From an optimization exercise on the open Yosys and OpenROAD flow, aimed at small area; shortcuts taken in it are not production practice. Function was checked by simulation only, so behaviour that the tests miss may differ from the original.

==> ember <==
==> flow/design.v <==
module receiver(
    input clk,
    input rst,
    input read_enable,
    input uart_rx,
    output [7:0] data_out,
    output rx_status
);
localparam [13:0] CB = 14'd0;
localparam [13:0] CW = 14'd19;
localparam READY    = 2'b00;
localparam WAIT_BIT = 2'b01;
localparam LOAD_BIT = 2'b10;
localparam READ_BIT = 2'b11;
reg [1:0] state;
reg [13:0] t;
reg [8:0] sr;
reg x;
wire hit = ~t[0] & ~t[1] & ~t[2] & ~t[3] & ~t[4] & t[5] & ~t[6] & ~t[7] & t[8] &
           t[11] & ~t[12] & ~t[13];
wire ready = (state == READY);
wire wt    = (state == WAIT_BIT);
wire load  = (state == LOAD_BIT);
wire rd    = (state == READ_BIT);
always @(posedge clk) begin
    if (rst)
        state <= READY;
    else
    case (state)
        READY    : if (read_enable && !uart_rx) state <= WAIT_BIT;
        WAIT_BIT : if (hit && !uart_rx) state <= LOAD_BIT;
        LOAD_BIT : state <= READ_BIT;
        READ_BIT : if (hit) state <= (x && !sr[0]) ? READY : LOAD_BIT;
    endcase
end
always @(posedge clk) begin
    if (rst || (ready && read_enable))
        x <= 1'b0;
    else if (load && sr[0])
        x <= 1'b1;
end
assign rx_status = ready & x;
wire ldw = ready | (wt & hit & uart_rx);
wire ldb = (wt & hit & ~uart_rx) | (rd & hit);
always @(posedge clk) begin
    if (ldw)
        t <= CW;
    else if (ldb)
        t <= CB;
    else
        t <= ~{t[12:0], t[12] ^ t[13]};
end
always @(posedge clk) begin
    if (wt & hit)
        sr <= 9'b100000000;
    else if (load) begin
        if (!sr[0])
            sr <= {uart_rx, sr[8:1]};
        else if (x)
            sr[0] <= 1'b0;
    end
end
assign data_out = sr[8:1];
endmodule
module encryptor(
    input clk,
    input rst,
    input encrypt_enable,
    input [7:0] data_in,
    output reg [7:0] data_out,
    output cy_status
);
reg [2:0] s;
reg [7:0] lfsr_reg;
reg [7:0] prev_output;
always @(posedge clk) begin
    if (rst)
        s <= 3'b000;
    else begin
        s[0] <= ~s[0] & (s[1] | encrypt_enable);
        s[1] <= s[1] ^ s[0];
        s[2] <= s[1] & s[0];
    end
end
assign cy_status = s[2];
wire [7:0] key = {lfsr_reg[6:0], lfsr_reg[7] ^ lfsr_reg[5] ^ lfsr_reg[4] ^ lfsr_reg[3]};
always @(posedge clk) begin
    if (rst) begin
        lfsr_reg <= 8'b10111011;
        prev_output <= 8'b10101110;
        data_out <= 8'b00000000;
    end else if (cy_status) begin
        lfsr_reg <= key;
        data_out <= key ^ prev_output ^ data_in;
        prev_output <= data_out;
    end
end
endmodule
module transmitter(
    input clk,
    input rst,
    input send_enable,
    input [7:0] data,
    output reg uart_tx,
    output tx_status
);
reg [13:0] t;
reg [3:0] idx;
reg ld;
wire hit = ~t[0] & t[1] & t[2] & t[3] & ~t[4] & t[5] & ~t[6] & ~t[7] & ~t[8] &
           t[10] & ~t[12] & ~t[13];
wire ready = idx[3] & ~idx[2] & idx[0];
wire snd   = ~ready & ~ld;
always @(posedge clk) begin
    if (rst) begin
        idx <= 4'd11;
        ld <= 1'b0;
    end else if (ready) begin
        idx <= send_enable ? 4'd15 : 4'd11;
        ld <= send_enable;
    end else if (ld)
        ld <= 1'b0;
    else if (hit) begin
        idx <= idx + 1'b1;
        ld <= ~(idx[3] & ~idx[0]);
    end
end
always @(posedge clk) begin
    if (ready | (snd & hit))
        t <= 14'd0;
    else
        t <= ~{t[12:0], t[0] ^ t[13]};
end
wire bit_out = idx[3] ? ~idx[0] : data[idx[2:0]];
always @(posedge clk) begin
    if (rst)
        uart_tx <= 1'b1;
    else if (ld)
        uart_tx <= bit_out;
end
assign tx_status = idx[3] & ~idx[1] & idx[0];
endmodule
module top(
    input clk,
    input rst,
    input read_enable,
    input uart_rx,
    output uart_tx,
    output status
);
wire send_enable;
wire encrypt_enable;
wire [7:0] received_data;
wire [7:0] encrypted_data;
receiver    rx (clk, rst, read_enable,     uart_rx,         received_data,   encrypt_enable);
encryptor   cy (clk, rst, encrypt_enable,  received_data,   encrypted_data,  send_enable);
transmitter tx (clk, rst, send_enable,     encrypted_data,  uart_tx,         status);
endmodule
==> flow/flow/run.sh <==
#!/bin/bash
# Own flow: the standard ORFS flow (standard.sh) with three changes:
#  - after the standard synthesis, the combinational logic between the
#    registers is re-mapped by ABC for area (registers, their names and cells
#    are kept as the standard synthesis made them);
#  - port buffers are buf_1 cells;
#  - CTS builds the clock tree of clkbuf_4 cells and inserts no dummy loads.
set -euo pipefail
W=$(pwd)
R=$W/orfs/results/sky130hd/top/base
export REMOVE_ABC_BUFFERS=1
export BUFFER_PORTS_ARGS="-buffer_cell sky130_fd_sc_hd__buf_1"
export CTS_ARGS="${CTS_ARGS_OVERRIDE:--sink_clustering_enable -repair_clock_nets -dont_use_dummy_load -buf_list sky130_fd_sc_hd__clkbuf_4}"
bash standard.sh synth > $W/standard_synth.log 2>&1
cp $R/1_2_yosys.v $W/standard_1_2_yosys.v
LIB=$FLOW_HOME/platforms/sky130hd/lib/sky130_fd_sc_hd__tt_025C_1v80.lib
# sequential cells of the standard synthesis: kept as they are
SEQ=$(grep -o "sky130_fd_sc_hd__[a-z0-9_]*" $W/standard_1_2_yosys.v | sort -u | grep -E "__(df|edf|sdf|sedf|dl)" | tr '\n' ' ')
DU=$(sed -n '/DONT_USE_CELLS +=/,/^#/p' $FLOW_HOME/platforms/sky130hd/config.mk | grep -o "sky130_fd_sc_hd__[a-z0-9_]*" | sed 's/^/-dont_use /' | tr '\n' ' ')
cat > $W/resynth.ys <<EOS
read_liberty -ignore_miss_func $LIB
read_verilog $W/standard_1_2_yosys.v
hierarchy -top top
setattr -mod -set keep_hierarchy 1 $SEQ
flatten
delete t:\\\$scopeinfo
rename -hide w:_*_.*
opt_clean
abc -liberty $LIB $DU -script $W/flow/resynth.abc
opt_clean -purge
hierarchy -top top
blackbox $SEQ
tee -o $W/resynth_stat.txt stat -liberty $LIB
write_verilog -noattr -nohex -nodec $W/resynth_1_2_yosys.v
EOS
yosys -s $W/resynth.ys > $W/resynth.log 2>&1
yosys -p "read_liberty -lib $LIB; read_verilog $W/resynth_1_2_yosys.v; hierarchy -check -top top; check -assert" > $W/resynth_check.log 2>&1
# keep the standard synthesis unless the re-mapped netlist has exactly its
# registers (same instance names and cells) and nothing unmapped
regs() { python3 - "$1" <<'EOP'
import re,sys
t=open(sys.argv[1]).read()
for c,n in sorted(re.findall(r'(sky130_fd_sc_hd__(?:df|edf|sdf|sedf|dl)\w*)\s+(\S+)\s*\(',t)): print(c,n)
EOP
}
if [[ -s $W/resynth_1_2_yosys.v ]] && ! grep -qE "always|reg " $W/resynth_1_2_yosys.v \
   && [[ "$(regs $W/standard_1_2_yosys.v)" == "$(regs $W/resynth_1_2_yosys.v)" ]] \
   && grep -q "No problems found\|Found and reported 0 problems" $W/resynth_check.log; then
  echo "using re-mapped netlist" > $W/resynth_used.txt
  cp $W/resynth_1_2_yosys.v $R/1_2_yosys.v
  touch $R/1_2_yosys.v
else
  echo "using standard netlist" > $W/resynth_used.txt
fi
bash standard.sh > $W/standard.log 2>&1
==> flow/flow/resynth.abc <==
strash
dch -f
amap -F 10 -A 10 -C 1000
topo
==> flow/standard.sh <==
#!/bin/bash
# synth_recipe.tcl (not shown) runs the flow's synth.tcl, then flattens the netlist and writes it again
# the make line also repeats each setting of config.mk as NAME=value (left out here)
make -C /OpenROAD-flow-scripts/flow DESIGN_CONFIG=/design/flow/config.mk WORK_HOME=/design/flow/orfs CLKGATE_MAP_FILE= SYNTH_SCRIPT=/design/flow/synth_recipe.tcl "${@:-finish}"
==> flow/config.mk <==
export PLATFORM = sky130hd
export DESIGN_NAME = top
export DESIGN_NICKNAME = top
export VERILOG_FILES = /design/flow/design.v
export SDC_FILE = /design/flow/constraint.sdc
export NUM_CORES = 4
export LEC_CHECK = 0
export CAP_MARGIN = 20
export CORE_MARGIN = 2
export CORE_UTILIZATION = 70
export SLEW_MARGIN = 20
==> flow/constraint.sdc <==
create_clock -name core_clock -period 5.0 [get_ports {clk}]
set_input_delay 1.0000 -clock core_clock [delete_from_list [all_inputs] [get_ports {clk}]]
set_output_delay 1.0000 -clock core_clock [all_outputs]
set_load 0.01 [all_outputs]
==> inputs of lagoon, as changes to ember <==
==> flow/flow/run.sh (replaced) <==
#!/bin/bash
# Own flow: the standard ORFS flow, with ABC's buffers removed at
# floorplan, small port buffers and no CTS dummy loads.
export REMOVE_ABC_BUFFERS=1
export BUFFER_PORTS_ARGS="-buffer_cell sky130_fd_sc_hd__buf_1"
export CTS_ARGS="-sink_clustering_enable -repair_clock_nets -dont_use_dummy_load"
bash standard.sh > standard.log 2>&1
CORE_UTILIZATION = 40   (was 70)
removed: flow/flow/resynth.abc
==> inputs of violet, as changes to ember <==
--- a/flow/design.v
+++ b/flow/design.v
@@ -6,3 +6,3 @@
     output [7:0] data_out,
-    output rx_status
+    output reg rx_status
 );
@@ -16,4 +16,3 @@
 reg [13:0] t;
-reg [8:0] sr;
-reg x;
+reg [10:0] sr;
 wire hit = ~t[0] & ~t[1] & ~t[2] & ~t[3] & ~t[4] & t[5] & ~t[6] & ~t[7] & t[8] &
@@ -25,19 +24,16 @@
 always @(posedge clk) begin
-    if (rst)
+    if (rst) begin
         state <= READY;
-    else
+        rx_status <= 1'b0;
+    end else
     case (state)
-        READY    : if (read_enable && !uart_rx) state <= WAIT_BIT;
+        READY    : if (read_enable) begin rx_status <= 1'b0; if (!uart_rx) state <= WAIT_BIT; end
         WAIT_BIT : if (hit && !uart_rx) state <= LOAD_BIT;
         LOAD_BIT : state <= READ_BIT;
-        READ_BIT : if (hit) state <= (x && !sr[0]) ? READY : LOAD_BIT;
+        READ_BIT : if (hit) begin
+                       if (sr[0]) begin state <= READY; rx_status <= 1'b1; end
+                       else state <= LOAD_BIT;
+                   end
     endcase
 end
-always @(posedge clk) begin
-    if (rst || (ready && read_enable))
-        x <= 1'b0;
-    else if (load && sr[0])
-        x <= 1'b1;
-end
-assign rx_status = ready & x;
 wire ldw = ready | (wt & hit & uart_rx);
@@ -54,9 +50,5 @@
     if (wt & hit)
-        sr <= 9'b100000000;
-    else if (load) begin
-        if (!sr[0])
-            sr <= {uart_rx, sr[8:1]};
-        else if (x)
-            sr[0] <= 1'b0;
-    end
+        sr <= 11'b10000000000;
+    else if (load)
+        sr <= {uart_rx, sr[10:1]};
 end
@@ -106,22 +98,22 @@
 );
+localparam READY    = 2'b00;
+localparam LOAD_BIT = 2'b01;
+localparam SEND_BIT = 2'b10;
+reg [1:0] state;
 reg [13:0] t;
 reg [3:0] idx;
-reg ld;
 wire hit = ~t[0] & t[1] & t[2] & t[3] & ~t[4] & t[5] & ~t[6] & ~t[7] & ~t[8] &
            t[10] & ~t[12] & ~t[13];
-wire ready = idx[3] & ~idx[2] & idx[0];
-wire snd   = ~ready & ~ld;
+wire ready = (state == READY);
+wire load  = (state == LOAD_BIT);
+wire snd   = (state == SEND_BIT);
 always @(posedge clk) begin
-    if (rst) begin
-        idx <= 4'd11;
-        ld <= 1'b0;
-    end else if (ready) begin
-        idx <= send_enable ? 4'd15 : 4'd11;
-        ld <= send_enable;
-    end else if (ld)
-        ld <= 1'b0;
-    else if (hit) begin
-        idx <= idx + 1'b1;
-        ld <= ~(idx[3] & ~idx[0]);
-    end
+    if (rst)
+        state <= READY;
+    else
+    case (state)
+        READY    : if (send_enable) state <= LOAD_BIT;
+        LOAD_BIT : state <= SEND_BIT;
+        default  : if (hit) state <= (idx == 4'd9) ? READY : LOAD_BIT;
+    endcase
 end
@@ -133,2 +125,8 @@
 end
+always @(posedge clk) begin
+    if (rst | ready)
+        idx <= 4'd15;
+    else if (load)
+        idx <= idx + 1'b1;
+end
 wire bit_out = idx[3] ? ~idx[0] : data[idx[2:0]];
@@ -137,6 +135,6 @@
         uart_tx <= 1'b1;
-    else if (ld)
+    else if (load)
         uart_tx <= bit_out;
 end
-assign tx_status = idx[3] & ~idx[1] & idx[0];
+assign tx_status = ready & (idx == 4'd9);
 endmodule
==> flow/run.sh (new file) <==
#!/bin/bash
# synth_recipe.tcl (not shown) runs the flow's synth.tcl, then flattens the netlist and writes it again
# the make line also repeats each setting of config.mk as NAME=value (left out here)
make -C /OpenROAD-flow-scripts/flow DESIGN_CONFIG=/design/flow/config.mk WORK_HOME=/design/flow/orfs CLKGATE_MAP_FILE= SYNTH_SCRIPT=/design/flow/synth_recipe.tcl finish
CORE_UTILIZATION = 40   (was 70)
removed: flow/flow/run.sh
removed: flow/flow/resynth.abc
removed: flow/standard.sh
==> reports/metrics.cfg <==
[pwr]
power_frac_seq_pct=69.3
power_frac_clock_pct=28.8

[outcome]
status=timing/DRC/antenna clean

[final_layout]
post-route-util_pct=79.1
clk_share_pct=2.52
seqCellArea_um2=1460
fillCellCount=245

[routing]
drtIter0Drc=131
routed_wl_mm=4.73

[floorplanning]
floorplan.initialDensity_pct=74.4
nWellTaps=46

[timing]
worst_pin_slew_ps=887

[hold_path]
hold_end=tx.t[12]$_SDFF_PP0_

That was ember.
==> reports/metrics.cfg <==
[critical_path]
r2r_slack_ps=3090
path_class=register to output port

[routing]
drtIter0Drc=125
routed_wl_mm=4.47

[final_layout]
seqCellArea_um2=1520
fillCellCount=677
post-route-util_pct=46.8

[hold_path]
hold_end=rx.t[11]$_SDFF_PP0_

[floorplanning]
nWellTaps=96
floorplan.initialDensity_pct=41.9

[pwr]
power_frac_seq_pct=52.5
power_frac_clock_pct=42.9
powerSeq_w=0.000661

[clock_tree]
htree_levels=3
tritoncts=built

[timing]
worst_pin_slew_ps=817

[outcome]
status=timing/DRC/antenna clean

That was violet.
==> reports/metrics.cfg <==
[synthesis]
ys_seq_area_share_pct=52.2

[pwr]
power_frac_clock_pct=35.5

[floorplanning]
nWellTaps=96
floorplan.initialDensity_pct=41.2

[routing]
vias_per_cell=4.77
routed_wl_mm=4.32
drtIter0Drc=72

[clock_tree]
post-cts-setup-buffers=0

[final_layout]
seqCellArea_um2=1460
post-route-util_pct=44.1

[outcome]
status=timing/DRC/antenna clean

[timing]
worst_pin_slew_ps=442

[hold_path]
hold_end=tx.t[12]$_SDFF_PP0_

That was lagoon.

-- re-timing with driven ports --
Ports are ideal in the flow. The routed layouts listed here were re-timed in OpenROAD. Step 1 assumes that a clkbuf_16 drives the clock port and a buf_2 every other input. Step 2 adds t to the input delays and takes it off the output delays; t is the mean of the earliest and latest rising clock arrival at the registers after step 1. Input paths then give back, and output paths get back, about the clock's delay inside the block. Three values: no drivers, after step 1, after step 2; two values: the first two.
| run | t (ns) | setup WS [ns] | clock arrival spread, ns | cell pins on the clock port's net |
|---|---|---|---|---|
| ember | 0.412 | 2.606 / 2.606 / 2.606 | 0.017 / 0.017 | 1 |
| lagoon | 0.352 | 2.756 / 2.727 / 3.079 | 0.021 / 0.020 | 1 |
| violet | 0.364 | 2.218 / 2.189 / 2.554 | 0.011 / 0.011 | 1 |
After both steps every run listed still meets setup and hold.
